Background: an optimization exercise with open tools, aiming at a short achievable clock period and few clock cycles. Do not read the settings as production practice. RTL that was checked went through simulation tests only; none was proved equivalent to the original. Only the layout flow was run in runs 1 to 3; the RTL was not checked for function there. Power and IR drop assume default switching activity.

`design/flow/flow/run.sh`:
```
#!/bin/bash
# Standard ORFS layout (the standard.sh), with timing repair aimed well
# below the 15 ns clock: repair_timing keeps working until the setup slack
# reaches SETUP_SLACK_MARGIN (10.8 ns below the 15 ns clock).
export SETUP_SLACK_MARGIN=10.8
bash standard.sh > standard.log 2>&1
```
`design/flow/standard.sh`:
```
#!/bin/bash
# synth_recipe.tcl (not shown) runs the flow's synth.tcl, then flattens the netlist and writes it again
# the make line also repeats each setting of config.mk as NAME=value (left out here)
make -C /OpenROAD-flow-scripts/flow DESIGN_CONFIG=/design/flow/config.mk WORK_HOME=/design/flow/orfs CLKGATE_MAP_FILE= SYNTH_SCRIPT=/design/flow/synth_recipe.tcl "${@:-finish}"
```
`design/flow/config.mk`:
```
export PLATFORM = sky130hd
export DESIGN_NAME = Mips
export DESIGN_NICKNAME = Mips
export VERILOG_FILES = /design/flow/design.v
export SDC_FILE = /design/flow/constraint.sdc
export NUM_CORES = 8
export LEC_CHECK = 0
export CAP_MARGIN = 20
export CORE_MARGIN = 2
export CORE_UTILIZATION = 40
export SLEW_MARGIN = 40
```
`design/flow/constraint.sdc`:
```
create_clock -name core_clock -period 15.0 [get_ports {clk}]
set_input_delay 3.0000 -clock core_clock [delete_from_list [all_inputs] [get_ports {clk}]]
set_output_delay 3.0000 -clock core_clock [all_outputs]
set_load 0.01 [all_outputs]
```
`design/flow/design.v`:
```
module Mips(
	input clk,
	input rst,
	output[31:0] imem_addr,
	input[31:0] imem_data,
	output[17:0] SRAM_ADDR,
	output[15:0] SRAM_WDATA,
	input[15:0] SRAM_RDATA,
	output SRAM_WE_N
);
localparam CIB = 4;               
localparam NCS = 1 << CIB;        
localparam CTB = 16 - CIB;        
localparam SBB = 2;               
localparam SBD = 1 << SBB;        
localparam [1:0] S_IDLE = 2'd0, S_ISSHI = 2'd1, S_CAPLO = 2'd2, S_CAPHI = 2'd3;
reg [31:0] pcf;
reg [31:0] ia_q;          
reg [15:0] btb_v;
reg [25:0] btb_tag [0:15];
reg [29:0] btb_tgt [0:15];
reg [2:0]  btb_ctr [0:15];
reg [7:0]  btb_dif [0:15];
reg [15:0] btb_xn;
reg        v2;
reg [31:0] pc2, seq2;
reg        bh2, pt2;
reg [2:0]  bc2;
reg        vS;
reg [31:0] irS, pcS, seqS;
reg [9:0]  pdS;
reg [31:0] opA_S, opB_S;
reg        srcF_S;         
reg        bWA_S, bWB_S, bW2A_S, bW2B_S;
reg        bhS, ptS;
reg [2:0]  bcS;
reg        vD;
reg [31:0] irD, pcD, seqD;
reg [9:0]  pdD;
reg        bhD, ptD;
reg [2:0]  bcD;
reg [31:0] opA_D, opB_D;
reg        srcF_D;         
reg [31:0] opA_F, opB_F;   
reg        bWA_D, bWB_D;   
reg        bW2A_D, bW2B_D;  
reg        eA_r, eB_r;     
reg [31:0] rf [1:31];
reg [31:1] rfv;           
reg        vE;
reg [31:0] A_E, B_E, T_E;
reg [4:0]  rsE, rtE;
reg        uA_E, uB_E, uT_E;
reg [15:0] wE;
reg        cvE, heldMiss, specE;
reg [CTB-1:0] ctgE;
reg [31:0] cdE;
reg [4:0]  destE;
reg        weE, ldE, stE, bezE, bneE, jmpE, subE;
reg        cAdd_E, cAnd_E, cOr_E, cNor_E, cXor_E, cSll_E, cSra_E, cSrl_E;
reg        guessE, nzE;
reg [31:0] tgtE, seqE, pcE;
reg        bhE;
reg [2:0]  bcE;
reg [1:0]  mst;
reg        lbV, lbWe, lbFill, lbRdy;
reg [4:0]  lbDest;
reg [15:0] lbW;
reg [15:0] lo_cap;
reg [31:0] dataL;
localparam PFK = 15;
reg        pfV;
reg [3:0]  pfCnt;
reg [15:0] pfW, pfFA;
reg        pf_s1, pf_s2, pf_s3, pfDataV, pfCancel;
reg [15:0] pf_lo;
reg [31:0] pfData;
reg        bu_v, bu_w;
reg [3:0]  bu_i;
reg [25:0] bu_tag;
reg [29:0] bu_tgt;
reg [2:0]  bu_ctr;
reg [7:0]  bu_dif;
reg        bu_tk, bu_hit, bu_bne;
reg        weW, fillW;
reg [31:0] dataW, dataW2;
reg [4:0]  destW;
reg [15:0] waW;
reg [NCS-1:0]     cval;
reg [NCS*CTB-1:0] ctagF;
reg [NCS*32-1:0]  cdatF;
reg [15:0] sb_a [0:SBD-1];
reg [31:0] sb_d [0:SBD-1];
reg [SBB-1:0] sb_h, sb_t;
reg [SBB:0]   sb_n;
reg        sb_ph;
reg [17:0] sa;
reg [15:0] sw;
reg        swe_n;
assign imem_addr = ia_q;
assign SRAM_ADDR = sa;
assign SRAM_WDATA = sw;
assign SRAM_WE_N = swe_n;
wire [3:0]  fi = pcf[5:2];
wire        bhit = btb_v[fi] && (btb_tag[fi] == pcf[31:6]);
wire [2:0]  bctr = btb_ctr[fi];
wire        bpt = bhit && bctr[2] && !btb_xn[fi];
wire [31:0] pcf4 = pcf + 32'd4;
wire [31:0] npc = bpt ? {btb_tgt[fi], 2'b00} : pcf4;
function [9:0] predec(input [31:0] w);
	reg [5:0] op;
	begin
		op = w[31:26];
		predec[0] = (op == 6'd1) || (op == 6'd3) || (op == 6'd5) || (op == 6'd6) || (op == 6'd7) ||
		            (op == 6'd8) || (op == 6'd9) || (op == 6'd10) || (op == 6'd11) || (op == 6'd12);
		predec[1] = (op == 6'd32);
		predec[2] = (op == 6'd33);
		predec[3] = (op == 6'd36);
		predec[4] = (op == 6'd37);
		predec[5] = (op == 6'd40);
		predec[6] = (op == 6'd41);
		predec[7] = (op == 6'd42);
		predec[8] = (w[15:0] != 16'd0);
		predec[9] = (w[25:21] == w[20:16]);
	end
endfunction
wire [9:0] pdN = predec(imem_data);
wire [4:0] rsN = imem_data[25:21];
wire [4:0] rtN = imem_data[20:16];
wire [4:0] rsS = irS[25:21];
wire [4:0] rtS = irS[20:16];
wire [31:0] rfA_S = bWA_S ? dataW : bW2A_S ? dataW2 : srcF_S ? opA_F : opA_S;
wire [31:0] rfB_S = bWB_S ? dataW : bW2B_S ? dataW2 : srcF_S ? opB_F : opB_S;
wire [31:0] rdA_N = (rsN != 5'd0 && rfv[rsN]) ? rf[rsN] : 32'd0;
wire [31:0] rdB_N = (rtN != 5'd0 && rfv[rtN]) ? rf[rtN] : 32'd0;
wire bW2A_N = weW && destW == rsN && rsN != 5'd0;
wire bW2B_N = weW && destW == rtN && rtN != 5'd0;
wire [5:0] opF = imem_data[31:26];
wire isBezF = (opF == 6'd40);
wire isBneF = (opF == 6'd41);
wire stTakenF = imem_data[15] || (isBezF && rsN == 5'd0) || (isBneF && rsN != rtN);
wire shortF = (imem_data[15:7] == 9'h000) || (imem_data[15:7] == 9'h1FF);
wire rdF_fire = v2 && !pt2 && shortF && ((opF == 6'd42) ||
                ((isBezF || isBneF) && stTakenF && !bh2 && imem_data[15:0] != 16'd0));
wire [8:0]  tgtF_lo = {1'b0, seq2[9:2]} + {1'b0, imem_data[7:0]};
wire [21:0] upF = seq2[31:10];
wire [21:0] upF_p1 = upF + 22'd1;
wire [21:0] upF_m1 = upF - 22'd1;
wire [21:0] tgtF_hi = (tgtF_lo[8] && !imem_data[15]) ? upF_p1 :
                      (!tgtF_lo[8] && imem_data[15]) ? upF_m1 : upF;
wire [31:0] tgtF = {tgtF_hi, tgtF_lo[7:0], 2'b00};
wire ptF = pt2 || rdF_fire;
wire [5:0] opD = irD[31:26];
wire [4:0] rsD = irD[25:21];
wire [4:0] rtD = irD[20:16];
wire [4:0] rdD = irD[15:11];
wire [31:0] sxD = {{16{irD[15]}}, irD[15:0]};
wire isRD    = pdD[0];
wire isAddiD = pdD[1];
wire isSubiD = pdD[2];
wire isLdD   = pdD[3];
wire isStD   = pdD[4];
wire isBezD  = pdD[5];
wire isBneD  = pdD[6];
wire isJmpD  = pdD[7];
wire nzD     = pdD[8];      
wire sameD   = pdD[9];      
wire useA_D = isRD | isAddiD | isSubiD | isBezD | isBneD;    
wire useB_D = isRD | isBneD;                                 
wire [4:0] destD = isRD ? rdD : rtD;
wire weD = (isRD | isAddiD | isSubiD | isLdD) && (destD != 5'd0);
wire [31:0] tgtD = seqD + {sxD[29:0], 2'b00};
wire [31:0] rfA = bWA_D ? dataW : bW2A_D ? dataW2 : srcF_D ? opA_F : opA_D;
wire [31:0] rfB = bWB_D ? dataW : bW2B_D ? dataW2 : srcF_D ? opB_F : opB_D;
wire [17:0] ofsD = sxD[17:0] - 18'd1024;
wire [17:0] eaD = rfA[17:0] + ofsD;
wire [15:0] wD = eaD[17:2];
wire [CIB-1:0] ciD = wD[CIB-1:0];
wire hazD = (isLdD || isStD) &&
            ((vE && weE && rsD == destE) || (lbV && lbWe && rsD == lbDest));
wire [31:0] Af = A_E;
wire [31:0] Bf = B_E;
wire [31:0] Tf = T_E;
wire [31:0] sumE = Af + (subE ? ~Bf : Bf) + {31'd0, subE};
wire big = |Bf[31:5];
wire [4:0] sh = Bf[4:0];
wire [31:0] sllE = big ? 32'd0 : (Af << sh);
wire [31:0] srE = $signed({cSra_E & Af[31], Af}) >>> (big ? 6'd32 : {1'b0, sh});
wire [31:0] aluE = ({32{cAdd_E}} & sumE) |
                   ({32{cAnd_E}} & (Af & Bf)) |
                   ({32{cOr_E}}  & (Af | Bf)) |
                   ({32{cNor_E}} & ~(Af | Bf)) |
                   ({32{cXor_E}} & (Af ^ Bf)) |
                   ({32{cSll_E}} & sllE) |
                   ({32{cSra_E | cSrl_E}} & srE);
wire sboard = vE && lbV && lbWe &&
              ((uA_E && rsE == lbDest) || ((uB_E || uT_E) && rtE == lbDest));
wire takenE = jmpE | (bezE & (Af == 32'd0)) | (bneE & (Af != Bf));
wire mispE = vE && (bezE || bneE) && nzE && !sboard && (takenE != guessE);
wire [31:0] redirE = takenE ? tgtE : seqE;
wire ldEv = vE && ldE;
wire stEv = vE && stE;
wire [CIB-1:0] ciE = wE[CIB-1:0];
wire [CTB-1:0] ctE = wE[15:CIB];
wire chit = cvE && !heldMiss && (ctgE == ctE);
wire sb_full = (sb_n == SBD);
wire sb_empty = (sb_n == 0);
reg sbmatch;
integer k;
always @(*) begin
	sbmatch = 1'b0;
	for (k = 0; k < SBD; k = k + 1)
		if (((k - sb_h) & (SBD - 1)) < sb_n && sb_a[k] == wE) sbmatch = 1'b1;
end
wire ldMiss = ldEv && !chit;
wire ldAlloc = ldMiss && !sbmatch && (!lbV || lbRdy || mst == S_CAPHI);
wire st_wr = stEv && !sb_full && !sboard;
wire stallE = (ldMiss && !ldAlloc) || (stEv && sb_full) || sboard;
wire advE = !stallE;
wire e2w = vE && advE && weE && !ldMiss;
wire capNow = (mst == S_CAPHI);
wire lbToW = lbV && (lbRdy || capNow) && !e2w;
wire wn_we = e2w || (lbToW && lbWe);
wire [4:0] wn_dest = e2w ? destE : lbDest;
wire [31:0] wn_data = e2w ? (ldE ? cdE : aluE) : lbRdy ? dataL : {SRAM_RDATA, lo_cap};
wire cbyS = st_wr && ciE == ciD;
wire fill_we = fillW || pfDataV;
wire [15:0] fill_a = fillW ? waW : pfFA;
wire [31:0] fill_d = fillW ? dataW : pfData;
wire cbyF = fill_we && fill_a[CIB-1:0] == ciD;
wire [CIB-1:0] pI = rfA[CIB+1:2] ^ sxD[CIB+1:2];
wire [CIB-1:0] gI = rfA[CIB+1:2] & sxD[CIB+1:2];
wire c2I = (rfA[1] & sxD[1]) | ((rfA[1] ^ sxD[1]) & rfA[0] & sxD[0]);
reg [NCS-1:0] selD;
reg [CIB-1:0] jv, cyI;
reg           crvR;
reg [CTB-1:0] crtR;
reg [31:0]    crdR;
integer j;
always @(*) begin
	crvR = 1'b0;
	crtR = {CTB{1'b0}};
	crdR = 32'd0;
	for (j = 0; j < NCS; j = j + 1) begin
		jv = j;
		cyI = gI | (pI & ~jv);
		selD[j] = ((pI ^ jv) == {cyI[CIB-2:0], c2I});
		crvR = crvR | (selD[j] & cval[j]);
		crtR = crtR | ({CTB{selD[j]}} & ctagF[j*CTB +: CTB]);
		crdR = crdR | ({32{selD[j]}} & cdatF[j*32 +: 32]);
	end
end
wire          crvD = cbyS | cbyF | crvR;
wire [CTB-1:0] crtD = cbyS ? ctE : cbyF ? fill_a[15:CIB] : crtR;
wire [31:0]   crdD = cbyS ? Tf : cbyF ? fill_d : crdR;
wire p_hi = (mst == S_ISSHI);
wire p_new = ldAlloc;
wire spec_go;
wire sb_go = !(p_hi || p_new || spec_go) && !sb_empty;
wire sb_deq = sb_go && sb_ph;
wire pf_free = !(p_hi || p_new || spec_go || sb_go);
reg pfSbMatch;
always @(*) begin
	pfSbMatch = 1'b0;
	for (k = 0; k < SBD; k = k + 1)
		if (((k - sb_h) & (SBD - 1)) < sb_n && sb_a[k] == pfW) pfSbMatch = 1'b1;
end
wire pf_idle = !pf_s1 && !pf_s2 && !pf_s3 && !pfDataV;
wire pf_try = pfV && pfCnt != 4'd0 && pf_idle;
wire pf_lo_go = pf_try && !pfSbMatch && pf_free;
wire pf_skip = pf_try && pfSbMatch;
wire pf_hi_go = pf_s1 && pf_free;
wire pf_kill = st_wr && wE == pfFA;      
wire sb_enq = st_wr;
reg [1:0] mst_n;
always @(*) begin
	mst_n = mst;
	case (mst)
		S_ISSHI: mst_n = S_CAPLO;
		S_CAPLO: mst_n = S_CAPHI;
		default: mst_n = S_IDLE;
	endcase
	if (ldAlloc) mst_n = specE ? S_CAPLO : S_ISSHI;
end
wire accD = !vD || (advE && !hazD);
wire fetch_ok = !rst && (accD || (!vS && !v2));
wire goD = vD && advE && !hazD && !mispE;    
wire brD = (isBezD || isBneD) && nzD;
wire bneSame = isBneD && sameD;                       
wire eA = eA_r;                  
wire eB = eB_r && isBneD;        
wire useE = (eA || eB) && !bneSame;
wire lbHazB = lbV && lbWe && (rsD == lbDest || (isBneD && rtD == lbDest));
wire eAdd = cAdd_E;
wire eLog = cAnd_E | cOr_E | cNor_E | cXor_E;
wire eLd = ldE && chit;
wire [31:0] xD = eA ? rfB : rfA;    
wire [31:0] bxE = subE ? ~Bf : Bf;
wire [31:0] ppE = Af ^ bxE;
wire [31:0] ggE = Af & bxE;
wire [31:0] cyE = ggE | (ppE & ~xD);
wire eqAdd = ((ppE ^ xD) == {cyE[30:0], subE});
wire [31:0] logE = ({32{cAnd_E}} & (Af & Bf)) | ({32{cOr_E}} & (Af | Bf)) |
                   ({32{cNor_E}} & ~(Af | Bf)) | ({32{cXor_E}} & (Af ^ Bf));
wire eqLog = (logE == xD);
wire eqLd = (cdE == xD);
wire eqE_x = eAdd ? eqAdd : eLog ? eqLog : eqLd;
wire eqAdd0 = (ppE == {ggE[30:0], subE});
wire eqE_0 = eAdd ? eqAdd0 : eLog ? (logE == 32'd0) : (cdE == 32'd0);
wire eqE = isBezD ? eqE_0 : eqE_x;
wire eqR = isBezD ? (rfA == 32'd0) : (rfA == rfB);
wire eqD = bneSame | (useE ? eqE : eqR);
wire takenD = isBezD ? eqD : !eqD;
wire resD = brD && goD && !lbHazB && (!useE || eAdd || eLog || eLd);
wire rdD_fire = vD && isJmpD && !ptD;
wire mispD = resD && (takenD != ptD);
assign spec_go = vD && isLdD && !hazD && advE && !p_hi && !p_new;
wire [31:0] pcf_n = mispD ? (ptD ? seqD : tgtD) :
                    mispE ? redirE : rdD_fire ? tgtD : rdF_fire ? tgtF : fetch_ok ? npc : pcf;
integer i;
always @(posedge clk)
	ia_q <= pcf_n;
wire [4:0] rsNew = vS ? rsS : rsN;
wire [4:0] rtNew = vS ? rtS : rtN;
always @(posedge clk) begin
	if (advE) begin
		eA_r <= goD && weD && destD == rsNew;
		eB_r <= goD && weD && destD == rtNew;
	end else if (accD) begin
		eA_r <= vE && weE && destE == rsNew;
		eB_r <= vE && weE && destE == rtNew;
	end
end
always @(posedge clk or posedge rst) begin
	if (rst) begin
		pcf <= 32'd0;
		v2 <= 1'b0;
		vS <= 1'b0;
		vD <= 1'b0;
		ptD <= 1'b0;
	end else begin
		pcf <= pcf_n;
		v2 <= !mispE && !mispD && !rdD_fire && !rdF_fire && fetch_ok;
		if (mispE || mispD || rdD_fire)
			vS <= 1'b0;
		else if (accD)
			vS <= vS & v2;
		else if (v2)
			vS <= 1'b1;
		if (mispE)
			vD <= 1'b0;
		else if (accD) begin
			if (mispD || rdD_fire)
				vD <= 1'b0;
			else if (vS) begin
				vD <= 1'b1;
				ptD <= ptS;
			end else begin
				vD <= v2;
				ptD <= ptF;
			end
		end else if (rdD_fire)
			ptD <= 1'b1;
	end
end
always @(posedge clk) begin
	if (fetch_ok) begin
		pc2 <= pcf;
		seq2 <= pcf4;
		bh2 <= bhit;
		bc2 <= bctr;
		pt2 <= bpt;
	end
	opA_F <= rdA_N;
	opB_F <= rdB_N;
	opA_S <= rfA_S;
	opB_S <= rfB_S;
	if ((accD && vS) || (!accD && v2)) begin
		irS <= imem_data; pdS <= pdN; pcS <= pc2; seqS <= seq2; bhS <= bh2; bcS <= bc2; ptS <= ptF;
		srcF_S <= 1'b1;
		bWA_S <= wn_we && wn_dest == rsN;
		bWB_S <= wn_we && wn_dest == rtN;
		bW2A_S <= bW2A_N;
		bW2B_S <= bW2B_N;
	end else begin
		srcF_S <= 1'b0;
		bWA_S <= wn_we && wn_dest == rsS;
		bWB_S <= wn_we && wn_dest == rtS;
		bW2A_S <= 1'b0;
		bW2B_S <= 1'b0;
	end
	if (accD && vS) begin
		opA_D <= rfA_S;
		opB_D <= rfB_S;
		srcF_D <= 1'b0;
		bWA_D <= wn_we && wn_dest == rsS;
		bWB_D <= wn_we && wn_dest == rtS;
		bW2A_D <= 1'b0;
		bW2B_D <= 1'b0;
	end else if (accD) begin
		srcF_D <= 1'b1;
		bWA_D <= wn_we && wn_dest == rsN;
		bWB_D <= wn_we && wn_dest == rtN;
		bW2A_D <= bW2A_N;
		bW2B_D <= bW2B_N;
	end else begin
		opA_D <= rfA;
		opB_D <= rfB;
		srcF_D <= 1'b0;
		bWA_D <= wn_we && wn_dest == rsD;
		bWB_D <= wn_we && wn_dest == rtD;
		bW2A_D <= 1'b0;
		bW2B_D <= 1'b0;
	end
	if (accD) begin
		if (vS) begin
			irD <= irS; pdD <= pdS; pcD <= pcS; seqD <= seqS; bhD <= bhS; bcD <= bcS;
		end else begin
			irD <= imem_data; pdD <= pdN; pcD <= pc2; seqD <= seq2; bhD <= bh2; bcD <= bc2;
		end
	end
end
always @(posedge clk or posedge rst) begin
	if (rst)
		btb_v <= 16'd0;
	else if (bu_v && bu_w)
		btb_v[bu_i] <= 1'b1;
end
wire [7:0] bu_dif0 = btb_dif[bu_i];
wire [7:0] bu_next = {bu_dif[6:0], 1'b0} - bu_dif0;    
always @(posedge clk or posedge rst) begin
	if (rst)
		btb_xn <= 16'd0;
	else if (bu_v && bu_w)
		btb_xn[bu_i] <= bu_tk && bu_hit && bu_bne && bu_next == 8'd0 && bu_dif != bu_dif0;
end
always @(posedge clk) begin
	if (bu_v && bu_w) begin
		btb_tag[bu_i] <= bu_tag;
		btb_tgt[bu_i] <= bu_tgt;
		btb_ctr[bu_i] <= bu_ctr;
		btb_dif[bu_i] <= bu_dif;
	end
end
always @(posedge clk or posedge rst) begin
	if (rst)
		bu_v <= 1'b0;
	else
		bu_v <= vE && (bezE || bneE || jmpE) && advE;
end
always @(posedge clk) begin
	bu_i <= pcE[5:2];
	bu_tag <= pcE[31:6];
	bu_tgt <= tgtE[31:2];
	bu_w <= bhE || takenE;
	bu_dif <= Af[7:0] - Bf[7:0];
	bu_tk <= takenE;
	bu_hit <= bhE;
	bu_bne <= bneE;
	bu_ctr <= !bhE ? 3'd6 :
	          takenE ? ((bcE == 3'd7) ? 3'd7 : bcE + 3'd1) :
	                   ((bcE == 3'd0) ? 3'd0 : bcE - 3'd1);
end
always @(posedge clk or posedge rst) begin
	if (rst)
		rfv <= 31'd0;
	else if (weW)
		rfv[destW] <= 1'b1;
end
always @(posedge clk) begin
	if (weW)
		rf[destW] <= dataW;
end
always @(posedge clk or posedge rst) begin
	if (rst)
		vE <= 1'b0;
	else if (advE)
		vE <= goD;
end
always @(posedge clk) begin
	if (advE) begin
		A_E <= (wn_we && wn_dest == rsD) ? wn_data : rfA;
		B_E <= !useB_D ? sxD : (wn_we && wn_dest == rtD) ? wn_data : rfB;
		T_E <= (wn_we && wn_dest == rtD) ? wn_data : rfB;
		rsE <= rsD;
		rtE <= rtD;
		uA_E <= useA_D;
		uB_E <= useB_D;
		uT_E <= isStD;
		wE <= wD;
		specE <= spec_go;
		heldMiss <= 1'b0;
		destE <= destD;
		weE <= weD;
		ldE <= isLdD;
		stE <= isStD;
		bezE <= isBezD;
		bneE <= isBneD;
		jmpE <= isJmpD;
		subE <= (opD == 6'd3) || isSubiD;
		cAdd_E <= (opD == 6'd1) || (opD == 6'd3) || isAddiD || isSubiD;
		cAnd_E <= (opD == 6'd5);
		cOr_E <= (opD == 6'd6);
		cNor_E <= (opD == 6'd7);
		cXor_E <= (opD == 6'd8);
		cSll_E <= (opD == 6'd9) || (opD == 6'd10);
		cSra_E <= (opD == 6'd11);
		cSrl_E <= (opD == 6'd12);
		guessE <= resD ? takenD : ptD;
		nzE <= nzD;
		tgtE <= tgtD;
		seqE <= seqD;
		pcE <= pcD;
		bhE <= bhD;
		bcE <= bcD;
	end else begin
		if (wn_we && wn_dest == rsE) A_E <= wn_data;
		if (uB_E && wn_we && wn_dest == rtE) B_E <= wn_data;
		if (wn_we && wn_dest == rtE) T_E <= wn_data;
		specE <= 1'b0;
		heldMiss <= ldMiss;
		if (mispE) guessE <= takenE;
	end
	cvE <= crvD;
	ctgE <= crtD;
	cdE <= crdD;
end
always @(posedge clk or posedge rst) begin
	if (rst) begin
		mst <= S_IDLE;
		lbV <= 1'b0;
		lbRdy <= 1'b0;
	end else begin
		mst <= mst_n;
		if (ldAlloc) begin
			lbV <= 1'b1;
			lbRdy <= 1'b0;
		end else if (lbToW) begin
			lbV <= 1'b0;
			lbRdy <= 1'b0;
		end else if (capNow)
			lbRdy <= 1'b1;
	end
end
always @(posedge clk) begin
	if (mst == S_CAPLO) lo_cap <= SRAM_RDATA;
	if (capNow) dataL <= {SRAM_RDATA, lo_cap};
	if (ldAlloc) begin
		lbDest <= destE;
		lbWe <= weE;
		lbW <= wE;
		lbFill <= 1'b1;
	end else begin
		if (e2w && destE == lbDest) lbWe <= 1'b0;
		if (st_wr && ciE == lbW[CIB-1:0]) lbFill <= 1'b0;
	end
end
always @(posedge clk or posedge rst) begin
	if (rst) begin
		weW <= 1'b0;
		fillW <= 1'b0;
	end else begin
		weW <= wn_we;
		fillW <= lbToW && lbFill && !(st_wr && ciE == lbW[CIB-1:0]);
	end
end
always @(posedge clk) begin
	dataW <= wn_data;
	destW <= wn_dest;
	dataW2 <= dataW;
	waW <= lbW;
end
always @(posedge clk or posedge rst) begin
	if (rst) begin
		pfV <= 1'b0;
		pf_s1 <= 1'b0;
		pf_s2 <= 1'b0;
		pf_s3 <= 1'b0;
		pfDataV <= 1'b0;
	end else begin
		if (ldAlloc) pfV <= 1'b1;
		pf_s1 <= pf_lo_go;
		pf_s2 <= pf_hi_go;
		pf_s3 <= pf_s2;
		if (pf_s3)
			pfDataV <= !pfCancel && !pf_kill;
		else if (!fillW || pf_kill)
			pfDataV <= 1'b0;
	end
end
always @(posedge clk) begin
	if (ldAlloc) begin
		pfW <= wE + 16'd1;
		pfCnt <= PFK;
	end else if (pf_hi_go || pf_skip) begin
		pfW <= pfW + 16'd1;
		pfCnt <= pfCnt - 4'd1;
	end
	if (pf_lo_go) begin
		pfFA <= pfW;
		pfCancel <= st_wr && wE == pfW;
	end else if (pf_kill)
		pfCancel <= 1'b1;
	if (pf_s2) pf_lo <= SRAM_RDATA;
	if (pf_s3) pfData <= {SRAM_RDATA, pf_lo};
end
always @(posedge clk or posedge rst) begin
	if (rst)
		cval <= {NCS{1'b0}};
	else begin
		if (fill_we) cval[fill_a[CIB-1:0]] <= 1'b1;
		if (sb_enq) cval[ciE] <= 1'b1;
	end
end
always @(posedge clk) begin
	for (j = 0; j < NCS; j = j + 1) begin
		if (sb_enq && ciE == j) begin
			ctagF[j*CTB +: CTB] <= ctE;
			cdatF[j*32 +: 32] <= Tf;
		end else if (fill_we && fill_a[CIB-1:0] == j) begin
			ctagF[j*CTB +: CTB] <= fill_a[15:CIB];
			cdatF[j*32 +: 32] <= fill_d;
		end
	end
end
always @(posedge clk or posedge rst) begin
	if (rst) begin
		sb_h <= {SBB{1'b0}};
		sb_t <= {SBB{1'b0}};
		sb_n <= {(SBB+1){1'b0}};
		sb_ph <= 1'b0;
		swe_n <= 1'b1;
		sa <= 18'd0;
	end else begin
		if (sb_enq) sb_t <= sb_t + 1'b1;
		if (sb_deq) sb_h <= sb_h + 1'b1;
		sb_n <= sb_n + {{SBB{1'b0}}, sb_enq} - {{SBB{1'b0}}, sb_deq};
		if (sb_go) sb_ph <= ~sb_ph;
		swe_n <= !sb_go;
		if (p_hi) sa <= {1'b0, lbW, 1'b1};
		else if (p_new) sa <= {1'b0, wE, specE};
		else if (spec_go) sa <= {1'b0, wD, 1'b0};
		else if (sb_go) sa <= {1'b0, sb_a[sb_h], sb_ph};
		else if (pf_lo_go) sa <= {1'b0, pfW, 1'b0};
		else if (pf_hi_go) sa <= {1'b0, pfFA, 1'b1};
	end
end
always @(posedge clk) begin
	if (sb_enq) begin
		sb_a[sb_t] <= wE;
		sb_d[sb_t] <= Tf;
	end
	sw <= sb_ph ? sb_d[sb_h][31:16] : sb_d[sb_h][15:0];    
end
endmodule
```
==> summary.txt, run 1 <==
Place
  • Dpl hpwl: 447000 um
  • Routability cong.: 1.02
  • IO buf count: 115

Global route
  • First-pass GRT wire length: 1050000 um
  • Initial antenna violation count: 54
  • Congestion Overflow GR: 0
  • Total track usage: 29.2%
  • Number of global-route vias before repair: 131000
  • Largest net degree at the start of global routing: 94

STA
  • Unrepaired setup endpoints after global routing: true
  • Crit share post-route: 32.7%
  • Final setup TNS: 0 ps
  • Rel. slew slack: 36.4%
  • Max Slew Vio Count: 0
  • Final Hold Fails: 0
  • Worst Tran Pin Value: 948 ps
  • Fin Hold WS: 310 ps
  • FMAX: 204 MHz
  • Fin crit period: 4910 ps
  • Clk_skew: 117 ps
  • Final setup viols: 0

Layout
  • Layout cells sized above 1: 26.8%
  • Total area of sequential cells: 123000 sq um
  • Commonest non-fill, non-tap cell in the layout: edfxtp_1
  • Final net count: 15200
  • Multi-input logic area: 78100 sq um
  • Synthesis-to-finish area growth: 20.7%
  • Commonest non-fill, non-tap cells in the layout: 3703 x edfxtp_1, 1187 x nor2_1, 1053 x a21oi_1
  • Layout filler cell count: 42100

Logic synthesis
  • Syn Std Cell Area: 200000 sq um
  • Syn Nets: 14500
  • Post-synth ARST share: 3.62%
  • Ys Warns: 1
  • Unique masters post-synth: 114
  • Cells after synthesis: 14200
  • Synth Flop Type: edfxtp_1
  • Post-synthesis average cell area: 14.1 sq um
  • Seq cells post-synth: 4255
  • Post-synth EDFFs: 3703
  • Sequential share of the synthesized area: 61.6%

Critical path
  • Cell family with most CP delay: flip-flops
  • Beginning of the critical path: swe_n
  • Worst Setup Start Kind: register
  • CP max stage delay: 710 ps
  • Crit end category: primary output
  • Critical path fanouts, max: 1
  • Slowest library cell on the worst path: dfstp_2
  • Critical path class: reg2out
  • CP Cell Sequence: buf_6
  • Critical Path AT: 1910 ps
  • Buffers & Inverters on Critical Path: 1
  • Required time of the critical path: 12000 ps
  • R2R Path Start: subE

Die
  • Core ar.: 497000 sq um
  • Site Rows: 259
  • DIE AREA: 505000 sq um
  • I/O pins: 117
  • Horiz. Die Dim: 711 um
  • Starting Density: 40.2%
  • Die boundary height: 711 um

Clock tree
  • TritonCTS Buffers: 443
  • CTS tree: yes
  • Max clock buf depth: 4
  • Clk latency of the worst-skew pair: 1090 ps
  • Clock transition at path regs: 60 ps
  • Clock sink count: 4255
  • Root buffer cell: clkbuf_16
  • CTS H-tree depth: 5

Flow run
  • Total of max-cap violations: 0

Routing
  • First-pass iteration count of the detailed router: 9
  • Initial drt markers: 23000
  • Final ANT Viol Nets: 0
  • Drt wl/cell: 35.6 um
  • Drt drc: 0
  • Post-Route WL: 779000 um
  • Vias after detailed routing: 140000
  • Vias per inst: 6.39

Pwr
  • Max VDD drop: 121 uV
  • Pwr/cell area: 141 nW/um^2
  • Leak Pwr: 85.0 nW

Run status
  • Status: finished clean

Min path
  • Worst hold path type: reg2reg
  • Min-delay src: lbW[4]
==> final timing paths <==
path / to / slack, ps / cells after the start
min in group asynchronous: pcf[5] / 2510 / 3
setup / recovery: SRAM_WE_N / 10090 / 1
max in group asynchronous: sb_h[1] / 11030 / 5
hold reg to reg: waW[4] / 310 / 0
hold / removal: waW[4] / 310 / 0
setup reg to reg: pcf[19] / 10210 / 17
==> what timing repair did <==
| item | CTS | global route |
|---|---|---|
| cloned | 73 | 58 |
| resized for setup | 1493 | 604 |
| hold buffers | 0 | 0 |
| pin swaps | 157 | 216 |
| setup buffers | 283 | 243 |
| setup endpoints to repair | 1528 | 1453 |
==> power breakdown <==
part / internal, mW / switching (mW) / total [mW]
registers: 14.1 / 1.09 / 15.2
clock network: 6.35 / 4.93 / 11.3
logic: 2.77 / 4.65 / 7.43
==> cell usage after synthesis (104+ instances only) <==
master	count	share of area, %
a21oi_1	1113	2.8
a221oi_1	227	1.0
a22o_1	169	0.74
a22oi_1	193	0.73
buf_1	140	0.26
clkbuf_1	828	1.6
dfrtp_1	153	1.9
dfxtp_1	398	4.0
edfxtp_1	3703	56
ha_1	217	1.4
inv_1	289	0.54
mux2_2	279	1.6
mux2i_1	746	3.7
mux4_2	816	9.2
nand2_1	559	1.1
nand3_1	138	0.35
nand4_1	145	0.45
nor2_1	1291	2.4
nor2b_1	120	0.38
nor3_1	130	0.33
nor4_1	115	0.36
o21ai_0	406	1.0
o22ai_1	104	0.33
xnor2_1	322	1.4
xor2_1	314	1.4
==> area by class of cell <==
cell class | instances | area share, %
clock inverter | 220 | 1.00
timing repair inverter | 1 | 0.00208
multi-input combinational | 8564 | 32.4
antenna | 19 | 0.0197
sequential | 4255 | 51.1
clock buffer | 621 | 5.12
tap | 6655 | 3.45
timing repair buffer | 1253 | 6.36
inverter | 302 | 0.517
==> kinds of logic (layout without fill, tap and decap cells) <==
group           after synthesis  in the layout  synth area share, %
other cells                   1             20              0.00188
fa+ha+maj                   285            285                 2.04
simple gates               2803           2813                 6.40
compound gates             2961           2963                 9.70
mux                        1858           1865                 14.6
buf+inv                    1397           2397                 2.84
flops                      4255           4255                 61.6
xor+xnor                    637            637                 2.80
==> metrics by stage <==
stage	instances	area, sq um	util (%)	setup slack, ps	total power, mW
6_report	21900	241000	48.5	10090	33.9
2_1_floorplan	14200	201000	-	8300	18.5
4_1_cts	21600	235000	47.2	10050	33.3
3_3_place_gp	20300	210000	42.2	7670	21.5
5_1_grt	21900	241000	48.5	10130	34.7
3_5_place_dp	20400	211000	42.3	7700	21.6
==> per-layer routing <==
metal | track usage [%] | part of all wire, % | wire [um] | vias to the layer above
li1 | - | - | - | 56500
met1 | 39.8 | 38 | 294000 | 71400
met2 | 44.3 | 44 | 342000 | 9731
met3 | 6.28 | 12 | 91600 | 2188
met4 | 14.5 | 6.5 | 51000 | 14
met5 | 0 | 0.011 | 87 | -
==> flip-flops by register name, indices dropped and copies added, names as in the netlist, 48 cells and up <==
signal and flops:
btb_tgt 480, sb_a 64, ctagF 192, sb_d 128, rf 992, btb_dif 128
cdatF 512, btb_tag 416, btb_ctr 48
==> run 2, diff against run 1 <==
==> design/flow/flow/run.sh (replaced) <==
#!/bin/bash
# Standard ORFS layout (the standard.sh) with two changes to timing repair:
#  - repair_timing keeps working until the setup slack reaches
#    SETUP_SLACK_MARGIN (10.6 ns below the 15 ns clock);
#  - resizing may pick any drive strength of a cell, not only one of the
#    same width (MATCH_CELL_FOOTPRINT=0; the platform default is 1).
export SETUP_SLACK_MARGIN=10.6
bash standard.sh MATCH_CELL_FOOTPRINT=0 finish > standard.log 2>&1
==> run 2 against run 1 <==
Against the previous run: critical endpoint is now pcf[11]; critical path depth up 18; combinational power down 5.9%; die area unchanged; fmax up 0.35%.
==> summary.txt, run 2 <==
Run status
  • Status: finished clean

Logic synthesis
  • Sequential share of the synthesized area: 61.6%
  • Synth Flop Type: edfxtp_1
  • Post-synth ARST share: 3.62%
  • Top cell type's share of synthesized area: 55.7%
  • Cells after synthesis: 14200
  • Post-synthesis average cell area: 14.1 sq um
  • Synth top area cells: edfxtp_1 56%, mux4_2 9.2%, dfxtp_1 4.0%
  • Unique masters post-synth: 114
  • Syn Std Cell Area: 200000 sq um
  • Seq cells post-synth: 4255
  • Top cell types by occurrence after synthesis: 3703 x edfxtp_1, 1291 x nor2_1, 1113 x a21oi_1
  • Ys Warns: 1
  • Post-synth EDFFs: 3703
  • Most frequent cell after synthesis: edfxtp_1
  • Syn Nets: 14500
  • Post-synth top area cell: edfxtp_1

Layout
  • Final core utilization: 47.6%
  • Design Area, Final: 237000 sq um
  • Layout cells sized above 1: 24.2%
  • Largest registers: rf: 992 flops, cdatF: 512 flops, btb_tgt: 480 flops
  • Commonest non-fill, non-tap cells in the layout: 3703 x edfxtp_1, 1221 x nor2_1, 1069 x a21oi_1
  • Biggest register: rf
  • Commonest non-fill, non-tap cell in the layout: edfxtp_1
  • Max reg flops: 992
  • Synthesis-to-finish area growth: 18.5%
  • Final net count: 15000

STA
  • Max Slew Vio Count: 0
  • Fin Hold WS: 316 ps
  • Final setup viols: 0
  • Rel. slew slack: 36.3%
  • Crit share post-route: 32.6%
  • Final setup TNS: 0 ps
  • Final Hold Fails: 0
  • Unrepaired setup endpoints after global routing: true
  • Clk_skew: 173 ps
  • FMAX: 204 MHz
  • Worst Tran Pin Value: 930 ps
  • Fin crit period: 4890 ps

Flow run
  • Total of max-cap violations: 0

Clock tree
  • CTS tree: yes
  • Root buffer cell: clkbuf_16
  • Max clock buf depth: 4
  • Clock sink count: 4255
  • CTS H-tree depth: 5
  • Hold-fix buffers, CTS: 0
  • TritonCTS Buffers: 448
  • Clk latency of the worst-skew pair: 1090 ps
  • Clock transition at path regs: 60 ps

Place
  • Routability cong.: 1.02
  • IO buf count: 115
  • Dpl hpwl: 450000 um
  • Area post-placement: 211000 sq um

Min path
  • Hold Path Sink: bu_tag[4]
  • Hold Path Depth: 0
  • Min-delay src: pcE[10]
  • Worst hold path type: reg2reg

Pwr
  • Max VDD drop: 116 uV
  • Leak Pwr: 83.4 nW
  • Pwr/cell area: 143 nW/um^2

Routing
  • Drt wl/cell: 34.6 um
  • Vias after detailed routing: 137000
  • Initial drt markers: 20800
  • Final ANT Viol Nets: 0
  • Drt drc: 0
  • Post-Route WL: 750000 um
  • Vias per inst: 6.30
  • First-pass iteration count of the detailed router: 9

Die
  • I/O pins: 117
  • Site Rows: 259
  • Die boundary height: 711 um
  • Horiz. Die Dim: 711 um
  • DIE AREA: 505000 sq um
  • Core ar.: 497000 sq um
  • Starting Density: 40.2%

Critical path
  • RR Endpoint: pcf[11]
  • CP max stage delay: 610 ps
  • R2R Path Start: srcF_D
  • R2r worst-path depth: 19
  • Reg2reg setup slack: 10110 ps
  • Crit end category: register
  • CP Cell Sequence: buf_12 > buf_12 > buf_6 > mux2_2 > o22a_1 > o221a_4 > fa_2 > xor2_2 > nand4_1 > nor4_2 > nand2_1 > o21ai_1 > a31oi_1 > a221oi_2 > buf_6 > mux2_8 > buf_4 > a211oi_4 > a31oi_4
  • Critical path fanouts, max: 6
  • Required time of the critical path: 15840 ps
  • Worst Setup Start Kind: register
  • Critical path class: reg2reg
  • Critical Path AT: 5740 ps
  • Slowest library cell on the worst path: fa_2

Global route
  • Largest net degree at the start of global routing: 73
  • Initial antenna violation count: 40
  • Number of global-route vias before repair: 129000
  • First-pass GRT wire length: 1030000 um
  • Congestion Overflow GR: 0
  • Total track usage: 28.6%
==> run 2: critical path, delay by kind of cell, from the launching register on <==
| kind | cells | cell delay [ps] |
|---|---|---|
| compound gates | 7 | 1140 |
| xor+xnor | 1 | 260 |
| fa+ha+maj | 1 | 610 |
| buf+inv | 5 | 780 |
| flops | 1 | 380 |
| mux | 2 | 850 |
| simple gates | 3 | 640 |
==> run 2: routing by layer <==
layer / wire length, um / global-route usage [%]
met1: 294000 / 39.6
met2: 331000 / 43.2
met3: 81500 / 5.81
met4: 43400 / 13.5
met5: 85 / 0
==> run 2: power by group <==
group	internal (mW)	switching [mW]	total, mW
sequential	14.1	1.13	15.2
combinational	2.58	4.41	6.99
clock	6.70	5.01	11.7
==> run 2: worst max-delay path by stage <==
stage	start	end	slack, ps
floorplan	rst	pcf[4]	8330
global route	srcF_D	pcf[11]	10120
finish	srcF_D	pcf[11]	10110
detailed placement	imem_data[0]	pcf[21]	7680
global placement	imem_data[21]	opA_F[20]	7600
CTS	swe_n	SRAM_WE_N	10210
==> run 2: repair_timing <==
item                                     CTS  global route
pin swaps                                139            93
buffers inserted                         236           124
gates cloned                              60            27
resized for setup                       1243           274
endpoints found under the setup margin  1271           740
==> run 2: cell type report <==
cell class,count,area [sq um]
multi-input combinational,8562,76100
sequential,4255,123000
timing repair inverter,2,15.0
clock inverter,277,3330
timing repair buffer,1055,12100
fill,42500,261000
inverter,302,1250
tap,6655,8330
antenna,18,45.0
clock buffer,574,12200
==> run 2: stage by stage <==
stage | worst slack [ps] | power [mW] | instances
6_report | 10110 | 33.9 | 21700
5_1_grt | 10120 | 34.8 | 21700
4_1_cts | 10210 | 33.6 | 21500
3_5_place_dp | 7680 | 21.6 | 20400
3_3_place_gp | 7600 | 21.5 | 20300
2_1_floorplan | 8330 | 18.5 | 14200
==> run 2: cell families after synthesis <==
kind of cell / Yosys count / share of synthesized area (%)
mux: 1858 / 14.6
other cells: 1 / 0.00188
buf+inv: 1397 / 2.84
flops: 4255 / 61.6
compound gates: 2961 / 9.70
fa+ha+maj: 285 / 2.04
simple gates: 2803 / 6.40
xor+xnor: 637 / 2.80
==> run 3, diff against run 2 <==
--- a/design/flow/design.v
+++ b/design/flow/design.v
@@ -295,5 +295,5 @@
 wire eLog = cAnd_E | cOr_E | cNor_E | cXor_E;
 wire eLd = ldE && chit;
-wire [31:0] xD = eA ? rfB : rfA;    
+wire [31:0] xD = isBezD ? 32'd0 : (eA ? rfB : rfA);   
 wire [31:0] bxE = subE ? ~Bf : Bf;
 wire [31:0] ppE = Af ^ bxE;
@@ -305,8 +305,5 @@
 wire eqLog = (logE == xD);
 wire eqLd = (cdE == xD);
-wire eqE_x = eAdd ? eqAdd : eLog ? eqLog : eqLd;
-wire eqAdd0 = (ppE == {ggE[30:0], subE});
-wire eqE_0 = eAdd ? eqAdd0 : eLog ? (logE == 32'd0) : (cdE == 32'd0);
-wire eqE = isBezD ? eqE_0 : eqE_x;
+wire eqE = eAdd ? eqAdd : eLog ? eqLog : eqLd;
 wire eqR = isBezD ? (rfA == 32'd0) : (rfA == rfB);
 wire eqD = bneSame | (useE ? eqE : eqR);
==> run 3 against run 2 <==
Against the previous run: highest routed layer unchanged; via count rose by 1.8%; synthesized area fell by 0.46%; sequential share of layout area fell by 0.17 points; clock power fell by 3%; global-route usage rose by 0.74 points; clock skew fell by 65 ps; still clean; count of clock-buffer cells in the layout rose by 21; die area fell by 0.46%.
==> summary.txt, run 3 <==
Run status
  • Status: finished clean

Pwr
  • Max VDD drop: 111 uV
  • Pwr/cell area: 146 nW/um^2
  • Leak Pwr: 84.1 nW
  • Power Total: 34.8 mW

Critical path
  • R2r worst-path depth: 16
  • R2R Path Start: srcF_D
  • Critical Path AT: 5980 ps
  • Critical path fanouts, max: 14
  • Worst Setup Start Kind: register
  • Reg2reg setup slack: 10010 ps
  • Crit end category: register
  • Critical path class: reg2reg
  • Required time of the critical path: 15990 ps
  • RR Endpoint: ia_q[13]

Logic synthesis
  • Seq cells post-synth: 4255
  • Post-synth ARST share: 3.62%
  • Syn Nets: 14600
  • Unique masters post-synth: 100
  • Sequential share of the synthesized area: 61.9%
  • Mux contribution to synthesized area: 14.7%
  • Top cell type's share of synthesized area: 55.9%
  • Syn Std Cell Area: 199000 sq um
  • Post-synthesis average cell area: 13.9 sq um
  • Ys Warns: 1
  • Post-synth EDFFs: 3703
  • Most frequent cell after synthesis: edfxtp_1
  • Largest family of logic cells by synthesized area: multiplexers
  • Cells after synthesis: 14300
  • Synth Flop Type: edfxtp_1
  • Post-Synth XOR/XNOR Area: 2.81%
  • Synth top area cells: edfxtp_1 56%, mux4_2 9.1%, dfxtp_1 4.0%
  • Post-synth top area cell: edfxtp_1
  • Synth Area in Simple Gates: 6.63%
  • Synth Area in Adders: 1.76%
  • Post-synthesis compound-gate area fraction: 9.48%
  • Top cell types by occurrence after synthesis: 3703 x edfxtp_1, 1340 x nor2_1, 1155 x a21oi_1

STA
  • Final setup viols: 0
  • FMAX: 200 MHz
  • Final Hold Fails: 0
  • Worst setup margin: 10010 ps
  • Crit share post-route: 33.3%
  • Unrepaired setup endpoints after global routing: true
  • Worst Tran Pin Value: 1000 ps
  • Rel. slew slack: 33.3%
  • Final setup TNS: 0 ps
  • Fin crit period: 4990 ps
  • Max Slew Vio Count: 0
  • Clk_skew: 108 ps

Layout
  • Synthesis-to-finish area growth: 19.4%
  • Commonest non-fill, non-tap cell in the layout: edfxtp_1
  • Commonest non-fill, non-tap cells in the layout: 3703 x edfxtp_1, 1235 x nor2_1, 1104 x a21oi_1
  • Layout cells sized above 1: 25.3%
  • Layout filler cell count: 42300
  • Total area of sequential cells: 123000 sq um
  • Largest registers: rf: 992 flops, cdatF: 512 flops, btb_tgt: 480 flops
  • Max reg flops: 992
  • Final core utilization: 48.0%
  • Final net count: 15200
  • Multi-input logic area: 75300 sq um
  • Biggest register: rf

Flow run
  • Total of max-cap violations: 0

Clock tree
  • CTS H-tree depth: 5
  • Clock sink count: 4255
  • TritonCTS Buffers: 444
  • Hold-fix buffers, CTS: 0
  • Root buffer cell: clkbuf_16
  • Max clock buf depth: 4
  • Clk latency of the worst-skew pair: 1090 ps
  • Clock transition at path regs: 60 ps
  • CTS tree: yes

Die
  • Site Rows: 258
  • Die boundary height: 709 um
  • I/O pins: 117
  • DIE AREA: 503000 sq um
  • Horiz. Die Dim: 709 um
  • Core ar.: 494000 sq um
  • Starting Density: 40.2%

Routing
  • Drt wl/cell: 35.3 um
  • Initial drt markers: 22100
  • First-pass iteration count of the detailed router: 8
  • Post-Route WL: 772000 um
  • Drt drc: 0
  • Vias after detailed routing: 139000
  • Vias per inst: 6.35
  • Final ANT Viol Nets: 0

Place
  • Dpl hpwl: 447000 um
  • Setup WS pre-CTS: 7100 ps
  • IO buf count: 115
  • Routability cong.: 0.978

Min path
  • Hold Path Sink: bu_tag[0]
  • Min-delay src: pcE[6]
  • Hold Path Depth: 0
  • Worst hold path type: reg2reg

Global route
  • Total track usage: 29.3%
  • Number of global-route vias before repair: 130000
  • Congestion Overflow GR: 0
  • Initial antenna violation count: 47
  • Largest net degree at the start of global routing: 108
  • First-pass GRT wire length: 1050000 um
run 3: changes by cell type after synthesis, moves of 32 or more:
cell / change
nor2_1: +49
buf_1: +47
a21oi_1: +42
inv_1: +47
nand2_1: -32
a22o_1: -59
o22ai_1: +48
a22oi_1: +92
clkbuf_1: -62
a221oi_1: -55
mux2_2: +32
run 3: layout make-up:
class	count	area share, %
Sequential cell	4255	51.9
Multi-Input combinational cell	8614	31.7
Timing Repair Buffer	1195	5.99
Clock buffer	595	5.17
Tap cell	6630	3.49
Clock inverter	243	1.10
Inverter	338	0.586
Antenna cell	31	0.0327
run 3: cells by family (layout without fill, tap and decap cells):
| family | Yosys count | in the layout |
|---|---|---|
| simple gates | 2875 | 2879 |
| fa+ha+maj | 256 | 256 |
| compound gates | 2963 | 2964 |
| mux | 1869 | 1876 |
| flops | 4255 | 4255 |
| other cells | 1 | 32 |
| buf+inv | 1411 | 2371 |
| xor+xnor | 638 | 638 |
run 3: worst max-delay path: stages (launching register included):
cell and delay (ps):
dfxtp_4 440, buf_6 190, clkbuf_16 220, mux2_2 200, mux2i_1 70, o21ai_1 720
xor2_1 370, nor4_1 380, o211ai_1 160, nor4bb_1 430, o21a_1 240, a211oi_4 100
buf_12 170, clkbuf_16 150, a21o_4 210, a222oi_1 600, o31a_1 270
run 3: power breakdown:
group          internal (mW)  switching (mW)  total, mW
registers               14.3            1.18       15.5
logic                   2.92            5.01       7.94
clock network           6.42            4.92       11.3
run 3: repair_timing:
action	in CTS	in global routing
pin swaps	132	185
cloned	81	37
gates resized for setup	1313	449
endpoints found under the setup margin	1473	1057
buffers inserted	299	199
run 3: through the flow:
| step | hold slack [ps] | area, sq um | std cells |
|---|---|---|---|
| floorplan | 323 | 200000 | 14300 |
| global placement | 324 | 209000 | 20400 |
| detailed placement | 327 | 209000 | 20400 |
| CTS | 338 | 233000 | 21600 |
| global route | 345 | 237000 | 21900 |
| finish | 336 | 237000 | 21900 |
run 3: worst max-delay path by stage:
stage                  start         to  slack, ps  cells after the start
4_1_cts                swe_n  SRAM_WE_N      10020                      1
5_1_grt               srcF_D   ia_q[13]       9950                     20
3_3_place_gp   imem_data[21]  opA_F[28]       6610                      9
2_1_floorplan            rst    pcf[18]       7920                      8
6_report              srcF_D   ia_q[13]      10010                     16
3_5_place_dp   imem_data[25]    pcf[25]       7100                     13
run 3: metal layers:
layer | GRT usage, % | vias to the layer above | part of all wire (%)
met5 | 0 | - | 0.019
met4 | 13.7 | 22 | 6.0
met3 | 5.87 | 1985 | 11
met2 | 44.0 | 9503 | 44
met1 | 41.0 | 71100 | 39
li1 | - | 56500 | -
==> run 4, diff against run 3 <==
--- a/design/flow/design.v
+++ b/design/flow/design.v
@@ -25,4 +25,5 @@
 reg        v2;
 reg [31:0] pc2, seq2;
+reg [21:0] seq2_p1, seq2_m1;    
 reg        bh2, pt2;
 reg [2:0]  bc2;
@@ -145,6 +146,6 @@
 wire [8:0]  tgtF_lo = {1'b0, seq2[9:2]} + {1'b0, imem_data[7:0]};
 wire [21:0] upF = seq2[31:10];
-wire [21:0] upF_p1 = upF + 22'd1;
-wire [21:0] upF_m1 = upF - 22'd1;
+wire [21:0] upF_p1 = seq2_p1;
+wire [21:0] upF_m1 = seq2_m1;
 wire [21:0] tgtF_hi = (tgtF_lo[8] && !imem_data[15]) ? upF_p1 :
                       (!tgtF_lo[8] && imem_data[15]) ? upF_m1 : upF;
@@ -295,5 +296,5 @@
 wire eLog = cAnd_E | cOr_E | cNor_E | cXor_E;
 wire eLd = ldE && chit;
-wire [31:0] xD = isBezD ? 32'd0 : (eA ? rfB : rfA);   
+wire [31:0] xD = eA ? rfB : rfA;    
 wire [31:0] bxE = subE ? ~Bf : Bf;
 wire [31:0] ppE = Af ^ bxE;
@@ -305,5 +306,8 @@
 wire eqLog = (logE == xD);
 wire eqLd = (cdE == xD);
-wire eqE = eAdd ? eqAdd : eLog ? eqLog : eqLd;
+wire eqE_x = eAdd ? eqAdd : eLog ? eqLog : eqLd;
+wire eqAdd0 = (ppE == {ggE[30:0], subE});
+wire eqE_0 = eAdd ? eqAdd0 : eLog ? (logE == 32'd0) : (cdE == 32'd0);
+wire eqE = isBezD ? eqE_0 : eqE_x;
 wire eqR = isBezD ? (rfA == 32'd0) : (rfA == rfB);
 wire eqD = bneSame | (useE ? eqE : eqR);
@@ -365,4 +369,6 @@
 		pc2 <= pcf;
 		seq2 <= pcf4;
+		seq2_p1 <= pcf4[31:10] + 22'd1;
+		seq2_m1 <= pcf4[31:10] - 22'd1;
 		bh2 <= bhit;
 		bc2 <= bctr;
@@ -627,6 +633,4 @@
 		sb_n <= {(SBB+1){1'b0}};
 		sb_ph <= 1'b0;
-		swe_n <= 1'b1;
-		sa <= 18'd0;
 	end else begin
 		if (sb_enq) sb_t <= sb_t + 1'b1;
@@ -634,14 +638,15 @@
 		sb_n <= sb_n + {{SBB{1'b0}}, sb_enq} - {{SBB{1'b0}}, sb_deq};
 		if (sb_go) sb_ph <= ~sb_ph;
-		swe_n <= !sb_go;
-		if (p_hi) sa <= {1'b0, lbW, 1'b1};
-		else if (p_new) sa <= {1'b0, wE, specE};
-		else if (spec_go) sa <= {1'b0, wD, 1'b0};
-		else if (sb_go) sa <= {1'b0, sb_a[sb_h], sb_ph};
-		else if (pf_lo_go) sa <= {1'b0, pfW, 1'b0};
-		else if (pf_hi_go) sa <= {1'b0, pfFA, 1'b1};
 	end
 end
 always @(posedge clk) begin
+	swe_n <= rst || !sb_go;
+	sa <= p_hi ? {1'b0, lbW, 1'b1} :
+	      p_new ? {1'b0, wE, specE} :
+	      spec_go ? {1'b0, wD, 1'b0} :
+	      sb_go ? {1'b0, sb_a[sb_h], sb_ph} :
+	      pf_lo_go ? {1'b0, pfW, 1'b0} : {1'b0, pfFA, 1'b1};
+end
+always @(posedge clk) begin
 	if (sb_enq) begin
 		sb_a[sb_t] <= wE;
==> run 4 against run 3 <==
Against the previous run: synthesized area is 1.1% higher; largest power group unchanged; sequential power up 3%; power increased by 3.8%; worst hold slack worse by 23 ps; non-clock buffer count is 16 higher; worst setup slack better by 200 ps; flip-flop and latch count grew 43; global-route usage is 0.40 points higher; clock skew up 31 ps; final cell count increased by 0.36%; still clean on timing, DRC and antenna.
==> summary.txt, run 4 <==
Critical path
  • Critical Path AT: 5730 ps
  • Beginning of the critical path: imem_data[0]
  • R2R Path Start: subE
  • Reg2reg setup slack: 10230 ps
  • R2r worst-path depth: 18
  • CP Cell Sequence: buf_8 > ha_4 > inv_2 > fa_2 > nor2b_1 > o21ai_1 > a21boi_1 > o21ai_1 > nand2_1 > a31oi_4 > buf_6 > clkbuf_16 > buf_12 > mux2i_1 > a21oi_1 > a221o_1 > a21oi_2 > mux2i_1
  • CP Capture Point: pcf[16]
  • Required time of the critical path: 15940 ps
  • Slowest library cell on the worst path: a221o_1
  • CP max stage delay: 340 ps
  • Crit end category: register
  • Critical path class: in2reg
  • Critical path fanouts, max: 6
  • RR Endpoint: pcf[27]
  • Worst Setup Start Kind: input pin

Pwr
  • Max VDD drop: 130 uV
  • Pwr/cell area: 149 nW/um^2
  • Leak Pwr: 85.2 nW
  • Power Total: 36.1 mW

Die
  • Horiz. Die Dim: 713 um
  • Starting Density: 40.1%
  • I/O pins: 117
  • Core ar.: 501000 sq um
  • Die boundary height: 713 um
  • Site Rows: 260
  • DIE AREA: 508000 sq um

Logic synthesis
  • Top cell type's share of synthesized area: 55.9%
  • Cells after synthesis: 14300
  • Sequential share of the synthesized area: 61.8%
  • Seq cells post-synth: 4298
  • Synth top area cells: edfxtp_1 56%, mux4_2 9.7%, dfxtp_1 4.1%
  • Top cell types by occurrence after synthesis: 3746 x edfxtp_1, 1401 x nor2_1, 1226 x a21oi_1
  • Most frequent cell after synthesis: edfxtp_1
  • Synth Flop Type: edfxtp_1
  • Syn Nets: 14600
  • Syn Std Cell Area: 201000 sq um
  • Post-synthesis average cell area: 14.1 sq um
  • Post-synth top area cell: edfxtp_1
  • Post-synth ARST share: 3.16%
  • Ys Warns: 1
  • Post-synth EDFFs: 3746
  • Unique masters post-synth: 108

Layout
  • Final core utilization: 48.3%
  • Largest registers: rf: 992 flops, cdatF: 512 flops, btb_tgt: 480 flops
  • Final non-filler cell total: 22000
  • Layout cells sized above 1: 26.2%
  • Commonest non-fill, non-tap cells in the layout: 3746 x edfxtp_1, 1326 x nor2_1, 1139 x a21oi_1
  • Final net count: 15200
  • Synthesis-to-finish area growth: 20.2%
  • Commonest non-fill, non-tap cell in the layout: edfxtp_1
  • Biggest register: rf
  • Max reg flops: 992

Routing
  • Initial drt markers: 21600
  • Vias per inst: 6.33
  • Vias after detailed routing: 139000
  • Post-Route WL: 786000 um
  • Final ANT Viol Nets: 0
  • Drt wl/cell: 35.8 um
  • First-pass iteration count of the detailed router: 11
  • Drt drc: 0

Place
  • Dpl hpwl: 454000 um
  • Setup WS pre-CTS: 7690 ps
  • Placed insts: 20500
  • IO buf count: 115
  • Routability cong.: 0.995

STA
  • Fin crit period: 4790 ps
  • Final setup viols: 0
  • Final Hold Fails: 0
  • Rel. slew slack: 10.6%
  • FMAX: 209 MHz
  • Final setup TNS: 0 ps
  • Unrepaired setup endpoints after global routing: true
  • Crit share post-route: 32.0%
  • Max Slew Vio Count: 0
  • Worst setup margin: 10210 ps
  • Clk_skew: 139 ps
  • Worst Tran Pin Value: 1340 ps

Global route
  • Total track usage: 29.7%
  • Initial antenna violation count: 51
  • Congestion Overflow GR: 0
  • Largest net degree at the start of global routing: 104
  • Number of global-route vias before repair: 131000
  • First-pass GRT wire length: 1070000 um

Clock tree
  • TritonCTS Buffers: 448
  • Clk latency of the worst-skew pair: 1090 ps
  • Clock transition at path regs: 60 ps
  • CTS H-tree depth: 5
  • Clock sink count: 4298
  • Hold-fix buffers, CTS: 0
  • Root buffer cell: clkbuf_16
  • Max clock buf depth: 4
  • CTS tree: yes

Flow run
  • Total of max-cap violations: 0

Min path
  • Worst hold path type: reg2reg

Run status
  • Status: finished clean
run 4: changes by cell type after synthesis, moves of 43 or more:
cell      before   now
a21oi_1     1155  1226
mux4_2       802   866
nor2_1      1340  1401
o21ai_0      417   365
edfxtp_1    3703  3746
o22ai_1      152    96
xnor2_1      310   357
run 4: worst min path at each step:
stage,from,end,slack (ps),depth (start not counted)
6_report,pcE[31],bu_tag[25],310,0
3_3_place_gp,pcE[12],bu_tag[6],320,0
4_1_cts,pcE[31],bu_tag[25],310,0
5_1_grt,pcE[31],bu_tag[25],340,0
3_5_place_dp,pcE[26],bu_tag[20],330,0
2_1_floorplan,pcE[2],bu_i[0],320,0
run 4: kinds of logic (layout without fill, tap and decap cells):
logic type	count (synthesis)	after routing	synth area share, %
xor gates and xnor gates	660	660	2.87
adders and majority gates	286	286	2.03
and+or+nand+nor	2913	2927	6.56
DFF	4298	4298	61.8
other	1	24	0.00186
muxes	1926	1926	15.2
buffers and inverters	1394	2391	2.85
AOI/OAI and AO/OA	2786	2786	8.71
run 4: through the flow:
| step | cell area, sq um | hold WS [ps] |
|---|---|---|
| detailed placement | 212000 | 327 |
| finish | 242000 | 314 |
| floorplan | 202000 | 323 |
| global route | 242000 | 339 |
| global placement | 211000 | 325 |
| CTS | 238000 | 309 |
run 4: worst max-delay path, delay by kind of cell:
family / cells / cell delay (ps)
mux: 2 / 300
compound gates: 7 / 1290
simple gates: 2 / 180
fa+ha+maj: 2 / 350
buf+inv: 5 / 610
run 4: metal layers:
metal | global-route usage (%) | share of wire (%)
met5 | 0 | 0.024
met1 | 40.5 | 38
met4 | 15.4 | 6.3
met2 | 44.4 | 44
met3 | 6.98 | 12
run 4: report_power, final:
part           switching, mW  internal (mW)  total (mW)
Combinational           5.34           3.33        8.67
Clock                   4.97           6.57        11.5
Sequential              1.32           14.6        15.9
Total                   11.6           24.5        36.1
run 4: cell type report:
class                           instances  area [sq um]
Timing Repair inverter                  2          22.5
Clock inverter                        206          2490
Antenna cell                           23          57.6
Multi-Input combinational cell       8586         77500
Clock buffer                          641         12800
Tap cell                             6681          8360
Sequential cell                      4298        124000
Fill cell                           42600        259000
Inverter                              331          1380
Timing Repair Buffer                 1211         14700
run 4: what timing repair did:
| item | CTS | global route |
|---|---|---|
| resized for setup | 1514 | 346 |
| pin swaps | 203 | 162 |
| setup endpoints to repair | 2264 | 1148 |
| gates cloned | 115 | 29 |
| setup buffers | 352 | 144 |
Testbench counts of run 4, summed over its fixed seeds: cycles 62,400.
==> run 5, diff against run 4 <==
==> design/flow/flow/run.sh (replaced) <==
#!/bin/bash
# Standard ORFS layout (the standard.sh), with timing repair aimed well
# below the 15 ns clock: repair_timing keeps working until the setup slack
# reaches SETUP_SLACK_MARGIN (10.6 ns below the 15 ns clock).
export SETUP_SLACK_MARGIN=10.6
bash standard.sh > standard.log 2>&1
==> run 5 against run 4 <==
Against the previous run: flip-flop and latch count is the same; highest routed layer unchanged; still clean; clock skew shrank 14 ps; core utilization shrank 0.29 points; wire length shrank 2.3%.
==> summary.txt, run 5 <==
Place
  • Dpl hpwl: 451000 um
  • Setup WS pre-CTS: 6880 ps
  • Area post-placement: 212000 sq um
  • Routability cong.: 0.998
  • IO buf count: 115
  • Placed insts: 20500

Clock tree
  • Clock transition at path regs: 70 ps
  • Max clock buf depth: 4
  • Root buffer cell: clkbuf_16
  • CTS tree: yes
  • Hold-fix buffers, CTS: 0
  • Clock sink count: 4298
  • TritonCTS Buffers: 443
  • CTS H-tree depth: 5
  • Clk latency of the worst-skew pair: 1100 ps

Logic synthesis
  • Synth top area cells: edfxtp_1 56%, mux4_2 9.7%, dfxtp_1 4.1%
  • Seq cells post-synth: 4298
  • Top cell type's share of synthesized area: 55.9%
  • Cells after synthesis: 14300
  • Post-synth top area cell: edfxtp_1
  • Top cell types by occurrence after synthesis: 3746 x edfxtp_1, 1401 x nor2_1, 1226 x a21oi_1
  • Synth Flop Type: edfxtp_1
  • Unique masters post-synth: 108
  • Post-synth EDFFs: 3746
  • Syn Std Cell Area: 201000 sq um
  • Sequential share of the synthesized area: 61.8%
  • Syn Nets: 14600
  • Ys Warns: 1
  • Most frequent cell after synthesis: edfxtp_1
  • Post-synthesis average cell area: 14.1 sq um
  • Post-synth ARST share: 3.16%

Critical path
  • Cell family with most CP delay: simple AND/OR/NAND/NOR gates
  • CP max stage delay: 460 ps
  • Critical Path Most Common Cell: buf_12
  • Critical Path AT: 5740 ps
  • Slowest library cell on the worst path: fa_1
  • Critical path class: reg2reg
  • Critical path fanouts, max: 17
  • Crit end category: register
  • CP Cell Sequence: buf_4 > buf_12 > xor2_4 > ha_1 > fa_1 > nor4_4 > nand3_1 > nor4_2 > o31ai_2 > nor4_1 > nand4_1 > buf_6 > a211oi_4 > or2_4 > buf_12 > buf_12 > mux2i_2
  • Required time of the critical path: 15980 ps
  • Buffers & Inverters on Critical Path: 5
  • Worst Setup Start Kind: register

Die
  • Starting Density: 40.1%
  • DIE AREA: 508000 sq um
  • Horiz. Die Dim: 713 um
  • Site Rows: 260
  • I/O pins: 117
  • Die boundary height: 713 um
  • Core ar.: 501000 sq um

Routing
  • Drt drc: 0
  • Post-Route WL: 768000 um
  • Vias per inst: 6.31
  • Initial drt markers: 21200
  • Vias after detailed routing: 138000
  • First-pass iteration count of the detailed router: 7
  • Final ANT Viol Nets: 0
  • Drt wl/cell: 35.0 um

STA
  • Fin crit period: 4760 ps
  • Final setup viols: 0
  • Rel. slew slack: 29.4%
  • Crit share post-route: 31.8%
  • Fin Hold WS: 338 ps
  • Final Hold Fails: 0
  • Unrepaired setup endpoints after global routing: true
  • Worst setup margin: 10240 ps
  • Max Slew Vio Count: 0
  • FMAX: 210 MHz
  • Clk_skew: 124 ps
  • Worst Tran Pin Value: 1050 ps
  • Final setup TNS: 0 ps

Pwr
  • Seq pwr share: 44.5%
  • Net Sw Power: 11.4 mW
  • Internal Power: 24.2 mW
  • Sw Share: 32.1%
  • Clk network pwr share: 31.5%
  • Leak Pwr: 84.7 nW
  • Max VDD drop: 118 uV
  • Pwr/cell area: 148 nW/um^2
  • Combinational power share: 23.9%

Layout
  • Final non-filler cell total: 21900
  • Final net count: 15200
  • Commonest non-fill, non-tap cells in the layout: 3746 x edfxtp_1, 1320 x nor2_1, 1155 x a21oi_1
  • Design Area, Final: 240000 sq um
  • Layout cells sized above 1: 25.3%
  • Commonest non-fill, non-tap cell in the layout: edfxtp_1
  • Synthesis-to-finish area growth: 19.5%
  • Largest registers: rf: 992 flops, cdatF: 512 flops, btb_tgt: 480 flops
  • Max reg flops: 992
  • Biggest register: rf

Global route
  • Met1 Use GR: 39.9%
  • GRT Max-Usage Layer: met2
  • Total track usage: 29.0%
  • GRT met3 Usage: 6.23%
  • First-pass GRT wire length: 1050000 um
  • Largest net degree at the start of global routing: 96
  • Met2 Resource Use GR: 43.9%
  • Congestion Overflow GR: 0
  • Number of global-route vias before repair: 131000
  • Initial antenna violation count: 61

Flow run
  • Total of max-cap violations: 0

Min path
  • Worst hold path type: reg2reg

Run status
  • Status: finished clean
## run 5: cell count changes in the layout (fill, tap and decap cells not counted), moves of 31 or more
cell and change:
a221oi_1 +36, bufbuf_16 +49, a221oi_2 -35, clkbuf_16 -77
clkinv_1 +41, buf_12 -31, buf_16 +39
## run 5: layout make-up
class / instances / area (sq um)
clock inverters: 236 / 2440
clock buffers: 602 / 12300
repair inverters: 4 / 31.3
multi-input cells: 8575 / 76600
diodes: 30 / 75.1
fillers: 42700 / 261000
inverters: 331 / 1360
repair buffers: 1169 / 14700
flip-flops and latches: 4298 / 124000
well taps: 6681 / 8360
## run 5: final timing paths
path                            startpoint  slack [ps]  cells after the start         to
worst max-delay path                  subE       10240                     17    ia_q[6]
worst min-delay path                pcE[8]         340                      0  bu_tag[2]
worst max register to register        subE       10240                     17    ia_q[6]
worst min register to register      pcE[8]         340                      0  bu_tag[2]
max in group asynchronous              rst       11040                      6        weW
min in group asynchronous              rst        2480                      3    pcf[20]
## run 5: power by group through the flow
stage / sequential (mW) / combinational, mW / clock (mW)
floorplan: 15.4 / 4.26 / 0
CTS: 15.8 / 8.02 / 11.3
global route: 15.9 / 8.82 / 11.8
global placement: 16.1 / 6.99 / 0
finish: 15.9 / 8.52 / 11.2
detailed placement: 16.1 / 7.06 / 0
## run 5: through the flow
stage / utilization, % / power [mW]
3_3_place_gp: 42.1 / 23.1
4_1_cts: 47.2 / 35.1
3_5_place_dp: 42.3 / 23.2
2_1_floorplan: - / 19.7
5_1_grt: 48.0 / 36.5
6_report: 48.0 / 35.6
## run 5: logic make-up after synthesis
group,after synthesis,share of synthesized area [%]
DFF,4298,61.8
and+or+nand+nor,2913,6.56
buffers and inverters,1394,2.85
AOI/OAI and AO/OA,2786,8.71
other,1,0.00186
adders and majority gates,286,2.03
xor gates and xnor gates,660,2.87
muxes,1926,15.2
## run 5: layer usage
layer / up-vias / share of wire (%)
li1: 56300 / -
met1: 70900 / 39
met2: 9133 / 44
met3: 1895 / 11
met4: 38 / 5.9
met5: - / 0.029
## run 5: timing repair
| item | 4_1_cts | 5_1_grt |
|---|---|---|
| setup buffers | 292 | 167 |
| cloned | 89 | 34 |
| setup endpoints to repair | 1933 | 1030 |
| pin swaps | 137 | 109 |
| resized for setup | 1392 | 338 |
| hold endpoints to repair | 0 | 0 |

==> port drivers added, routing unchanged <==
The results above use ideal ports. As a check the final layouts listed here were re-extracted and re-timed, cells and wires unchanged. Step 1 (the two cells are an assumption about what drives the block):
set clk [get_ports {clk}]
set_driving_cell -lib_cell sky130_fd_sc_hd__clkbuf_16 $clk
set_driving_cell -lib_cell sky130_fd_sc_hd__buf_2 [delete_from_list [all_inputs] $clk]
Step 2 adds t to the input delays and takes it off the output delays; t is the mean of the earliest and latest rising clock arrival at the registers after step 1. Input paths then give back, and output paths get back, about the clock's delay inside the block. a / b / c = no drivers / after step 1 / after step 2; a / b = the first two.
run	t, ns	slack for setup (ns)	worst setup path after step 2
run 1	1.159	10.089 / 9.965 / 9.098	input to register
run 2	1.147	10.106 / 10.106 / 9.125	input to register
run 3	1.159	10.006 / 9.957 / 8.873	input to register
run 4	1.153	10.207 / 10.208 / 9.067	input to register
run 5	1.153	10.237 / 10.192 / 9.106	input to register
After both steps setup and hold are still met in every run listed. The setup slack of run 4, which loses most, moves by +0.001 ns with the drivers and by -1.140 ns with both steps.
